From an optimization exercise on the open Yosys and OpenROAD flow, aimed at small area; shortcuts taken in it are not production practice.
Function was checked by simulation only, so behaviour that the tests miss may differ from the original.
Power and IR drop assume default switching activity.

==> flow/design.v, too long to show whole: its modules and the start of the top module <==
// module tv80s: 9274 lines
module tv80s(m1_n, mreq_n, iorq_n, rd_n, wr_n, rfsh_n, halt_n, busak_n, A, dout, reset_n, clk, wait_n, int_n, nmi_n, busrq_n, di);
  // ...
==> flow/run.sh <==
#!/bin/bash
# synth_recipe.tcl (not shown) runs the flow's synth.tcl, then flattens the netlist and writes it again
# the make line also repeats each setting of config.mk as NAME=value (left out here)
make -C /OpenROAD-flow-scripts/flow DESIGN_CONFIG=/design/flow/config.mk WORK_HOME=/design/flow/orfs CLKGATE_MAP_FILE= SYNTH_SCRIPT=/design/flow/synth_recipe.tcl finish
==> flow/config.mk <==
export PLATFORM = sky130hd
export DESIGN_NAME = tv80s
export DESIGN_NICKNAME = tv80s
export VERILOG_FILES = /design/flow/design.v
export SDC_FILE = /design/flow/constraint.sdc
export NUM_CORES = 4
export LEC_CHECK = 0
export CAP_MARGIN = 20
export CORE_MARGIN = 2
export CORE_UTILIZATION = 55
export CTS_BUF_LIST = sky130_fd_sc_hd__clkbuf_4 sky130_fd_sc_hd__clkbuf_8
export SLEW_MARGIN = 20
==> flow/constraint.sdc <==
create_clock -name core_clock -period 12.0 [get_ports {clk}]
set_input_delay 2.4000 -clock core_clock [delete_from_list [all_inputs] [get_ports {clk}]]
set_output_delay 2.4000 -clock core_clock [all_outputs]
set_load 0.01 [all_outputs]
==> key figures, run 1 <==
Global routing
  • Largest net degree at the start of global routing: 76
  • Total grt overflow: 0
  • GRT busiest layer: met2

STA
  • Post-route setup slack: 1.77 ns
  • Final hold vios: 0
  • Clock skew: 0.0415 ns
  • RSZ-0062 raised after global routing: false

Cells and area
  • Area grow syn2layout: 7.70%
  • Core Util, Final: 60.1%
  • Antenna Cells: 5
  • Final cell count without fillers: 4438

Clocking
  • Clock sinks: 350
  • Clock Path Buffers: 3

Floorplanning
  • # Taps: 748
  • Die X-Extent: 241 um
  • # IOs: 46

Worst setup path
  • R2R Path End: r_i_tv80_core_i_reg_RegsH_5[7]$_DFFE_PP_
  • CP max stage delay: 0.91 ns
  • Stages on the worst setup path: 35
  • Crit path max-delay cell type: dfstp_2
  • Crit path capture: r_i_tv80_core_i_reg_RegsH_5[7]$_DFFE_PP_

Pwr
  • Clock power share: 11.4%
  • Total combinational power: 7460 uW
  • Power Dens Cells: 337 nW/um^2
  • Internal: 4910 uW
  • Comb power frac: 66.7%

Outcome
  • Status: complete, no violations

Logic synthesis
  • Area contributors post-synth: edfxtp_1 (17%), dfrtp_1 (10%), nand2_1 (6.3%)
  • Synthesized flop and latch total: 350
  • Main combinational cell family by area after synthesis: compound AO/OA/AOI/OAI gates
  • Cell with the most instances after synthesis: nand2_1
  • Multiplexer share of the synthesized area: 7.83%

Min path
  • Worst hold path depth: 2
  • Hold Path Origin: dout[2]$_DFFE_PN0P_

Place
  • Placed cell area: 31700 um^2
  • Dpl cells: 4322
  • DP HPWL: 111000 um
==> run 2: changes to the inputs <==
--- a/flow/config.mk
+++ b/flow/config.mk
@@ -10,3 +10,2 @@
 export CORE_UTILIZATION = 55
-export CTS_BUF_LIST = sky130_fd_sc_hd__clkbuf_4 sky130_fd_sc_hd__clkbuf_8
 export SLEW_MARGIN = 20
==> run 2 against run 1 <==
Effect of this change:
- still clean on timing, DRC and antenna
- setup slack got worse by 0.036 ns
- sequential power hardly changed
- area after synthesis did not move
- routed wire length up 0.46%
- combinational power hardly changed
- core utilization hardly changed
==> key figures, run 2 <==
Pwr
  • Peak supply drop: 0.178 mV
  • LEAKAGE: 0.0128 uW
  • Power Dens Cells: 339 nW/um^2 (+0.53%)

Cells and area
  • Area grow syn2layout: 7.74% (about the same)
  • Proportion of layout cells with a drive suffix above 1: 11.8%
  • Nets@finish: 3741
  • Commonest non-fill, non-tap cell in the layout: nand2_1
  • Core Util, Final: 60.1% (about the same)
  • Final cell count without fillers: 4402 (-0.81%)
  • Most frequent cells in the layout: nand2_1 (519), nor2_1 (323), a21oi_1 (282), o21ai_0 (246), edfxtp_1 (170)

Logic synthesis
  • Mapped Nets: 3849
  • Post-synth EDFFs: 170
  • Synth Warn #: 1
  • Async set-or-reset flop fraction in the synthesized netlist: 51.4%
  • Area contributors post-synth: edfxtp_1 (17%), dfrtp_1 (10%), nand2_1 (6.3%)
  • Synth Cell Area: 30800 um^2
  • Syn_area_per_cell: 8.26 um^2
  • Cell with the most instances after synthesis: nand2_1
  • Top post-synthesis cells by count: nand2_1 (520), nor2_1 (327), a21oi_1 (283), o21ai_0 (247), clkbuf_1 (221)
  • Ys flop type: edfxtp_1
  • Synth area leader: edfxtp_1
  • Gate Count Post-Synth: 3726
  • Synthesized flop and latch total: 350 (unchanged)
  • Synth top area share: 16.6%
  • Synth cell types: 132
  • Seq/Total Area, Yosys: 31.4%

Worst setup path
  • Crit path kind: reg2reg
  • WP data required: 12.28 ns
  • Length in cells of the worst reg-to-reg path: 35
  • Critical Path AT: 10.55 ns
  • CP max stage delay: 0.89 ns (-0.02 ns)
  • R2R Setup Slk: 1.74 ns
  • Top cell by count, worst path: inv_1
  • Crit path max-delay cell type: dfstp_2
  • Startpoint Class: flop
  • Worst setup EP type: flop
  • Critical Path Fanout Max: 27

STA
  • Clock skew: 0.0328 ns (-0.00869 ns)
  • Post-route setup slack: 1.74 ns (-0.0362 ns)
  • Slew @ Worst Pin: 1.27 ns
  • Relative slew slack: 15.0%
  • Final Setup Violations: 0
  • Setup tns final: 0 ns
  • Hold WS: 0.479 ns
  • Final hold vios: 0 (unchanged)
  • F_max: 97.5 MHz
  • RSZ-0062 raised after global routing: false
  • Final worst-path cycle share: 85.5%
  • Minimum clock period after layout: 10.26 ns
  • Max-slew violations: 0

Place
  • Dpl cells: 4322 (unchanged)
  • Number of port buffers: 44
  • GP Congestion: 1.10
  • DP HPWL: 111000 um (unchanged)
  • Post-placement worst setup slack: 2.08 ns

Min path
  • Worst hold path depth: 2 (unchanged)
  • HP Class: reg2reg

Clocking
  • Num CTS Buffers: 41
  • Worst-Skew Late Latency: 0.61 ns
  • Worst-path clk slew: 0.06 ns
  • CTS tree: done
  • Post-cts resize count: 0
  • Clock sinks: 350 (unchanged)
  • Root Driver: clkbuf_16
  • Clock Path Buffers: 3 (unchanged)
  • Post-CTS repair timing setup buffer count: 0
  • Hold buffers post-CTS: 0
  • Htree depth: 2

Route
  • Initial DRT Pass Iterations: 13
  • Vias per inst: 7.83
  • Number of DRC markers in iteration 0: 7375
  • Wirelength per Cell: 35.2 um
  • Drt total wl: 155000 um
  • DR DRC count: 0
  • ANT nets after route: 0
  • Vias: 34500

Floorplanning
  • Die area: 57900 um^2
  • Die X-Extent: 241 um (unchanged)
  • # IOs: 46 (unchanged)
  • Initial core utilization: 55.8%
  • Num rows: 86
  • Die Y: 241 um
  • Area of the core: 55200 um^2

Global routing
  • Initial antenna violation count: 10
  • GR Util All Layers: 53.2%
  • Vias in the first global route: 32300
  • Largest net degree at the start of global routing: 76 (unchanged)
  • Global-route wire length before repair: 225000 um
  • Total grt overflow: 0 (unchanged)

Outcome
  • Status: complete, no violations

Job
  • Maxcap violations: 0
## run 2: cell count changes in the layout (fill, tap and decap cells not counted), moves of 3 or more
| cell | delta |
|---|---|
| clkbuf_1 | +6 |
| clkbuf_16 | +41 |
| clkbuf_4 | -15 |
| clkbuf_8 | -65 |
| clkinv_4 | +3 |
| clkinvlp_4 | -3 |
## run 2: worst paths after layout
| path | startpoint | endpoint |
|---|---|---|
| worst min-delay path | dout[2]$_DFFE_PN0P_ | dout[2]$_DFFE_PN0P_ |
| max in group asynchronous | reset_n | r_i_tv80_core_TmpAddr[2]$_DFFE_PN0P_ |
| worst max-delay path | r_i_tv80_core_i_mcode_MNum[0]$_DFFE_PN1P_ | r_i_tv80_core_i_reg_RegsH_0[7]$_DFFE_PP_ |
| worst min register to register | dout[2]$_DFFE_PN0P_ | dout[2]$_DFFE_PN0P_ |
| min in group asynchronous | reset_n | r_i_tv80_core_mcycles[1]$_DFFE_PN0N_ |
| worst max register to register | r_i_tv80_core_i_mcode_MNum[0]$_DFFE_PN1P_ | r_i_tv80_core_i_reg_RegsH_0[7]$_DFFE_PP_ |
## run 2: worst max-delay path: cells and delay by family, from the launching register on
| family | cells | cell delay (ns) |
|---|---|---|
| AND/OR/NAND/NOR | 4 | 1.74 |
| XOR/XNOR | 2 | 0.36 |
| flip-flops | 1 | 0.89 |
| AO/OA/AOI/OAI | 12 | 3.14 |
| buffers and inverters | 7 | 0.81 |
| adder cells (fa/ha/maj) | 10 | 2.97 |
## run 2: kinds of logic after synthesis
family | count (synthesis) | share of synthesized area (%)
buf+inv | 420 | 5.90
other cells | 1 | 0.0122
mux | 194 | 7.83
fa+ha+maj | 113 | 5.49
simple gates | 1370 | 21.0
flops | 350 | 31.4
compound gates | 1222 | 26.8
xor+xnor | 56 | 1.59
## run 2: layout make-up
type	count	area [um^2]
fill	4753	22000
clock buffer	50	1090
antenna	3	7.51
sequential	350	9690
timing repair buffer	161	1320
tap	748	936
clock inverter	26	305
inverter	108	407
multi-input combinational	2956	19400
## run 2: report_power, final
part | switching [uW] | leakage (uW) | total (uW) | internal [uW]
Clock | 575 | 0.000679 | 1320 | 746
Combinational | 5060 | 0.00842 | 7470 | 2420
Sequential | 656 | 0.00370 | 2450 | 1790
Total | 6290 | 0.0128 | 11200 | 4950
## run 2: stage by stage
stage	power, uW	instance area [um^2]
6_report	11200	33200
5_1_grt	11400	33200
4_1_cts	10600	33100
3_5_place_dp	9280	31700
3_3_place_gp	9120	31700
2_1_floorplan	6640	30800
## run 2: layer usage
| layer | track usage (%) | wire length (um) | vias up |
|---|---|---|---|
| li1 | - | - | 13700 |
| met1 | 65.7 | 52000 | 16100 |
| met2 | 75.4 | 62300 | 3505 |
| met3 | 18.5 | 23900 | 1112 |
| met4 | 42.7 | 16600 | 14 |
| met5 | 0.337 | 147 | - |

re-timing with driven ports:
The results above use ideal ports. As a check the final layouts listed here were re-extracted and re-timed, cells and wires unchanged.
Step 1, drivers: a clkbuf_16 drives clk and a buf_2 each remaining input, both assumed.
Step 2 also shifts input and output timing later by t, the mid clock arrival at the registers, as if the neighbouring blocks saw the same clock.
Slacks: ideal / step 1 / step 2; pairs: ideal / step 1.
run	t, ns	setup slack, ns	worst register clock-pin slew, ns
run 1	0.794	1.775 / 1.775 / 1.775	0.08 / 0.08
run 2	0.661	1.738 / 1.738 / 1.738	0.08 / 0.08
After both steps every run listed still meets setup and hold.
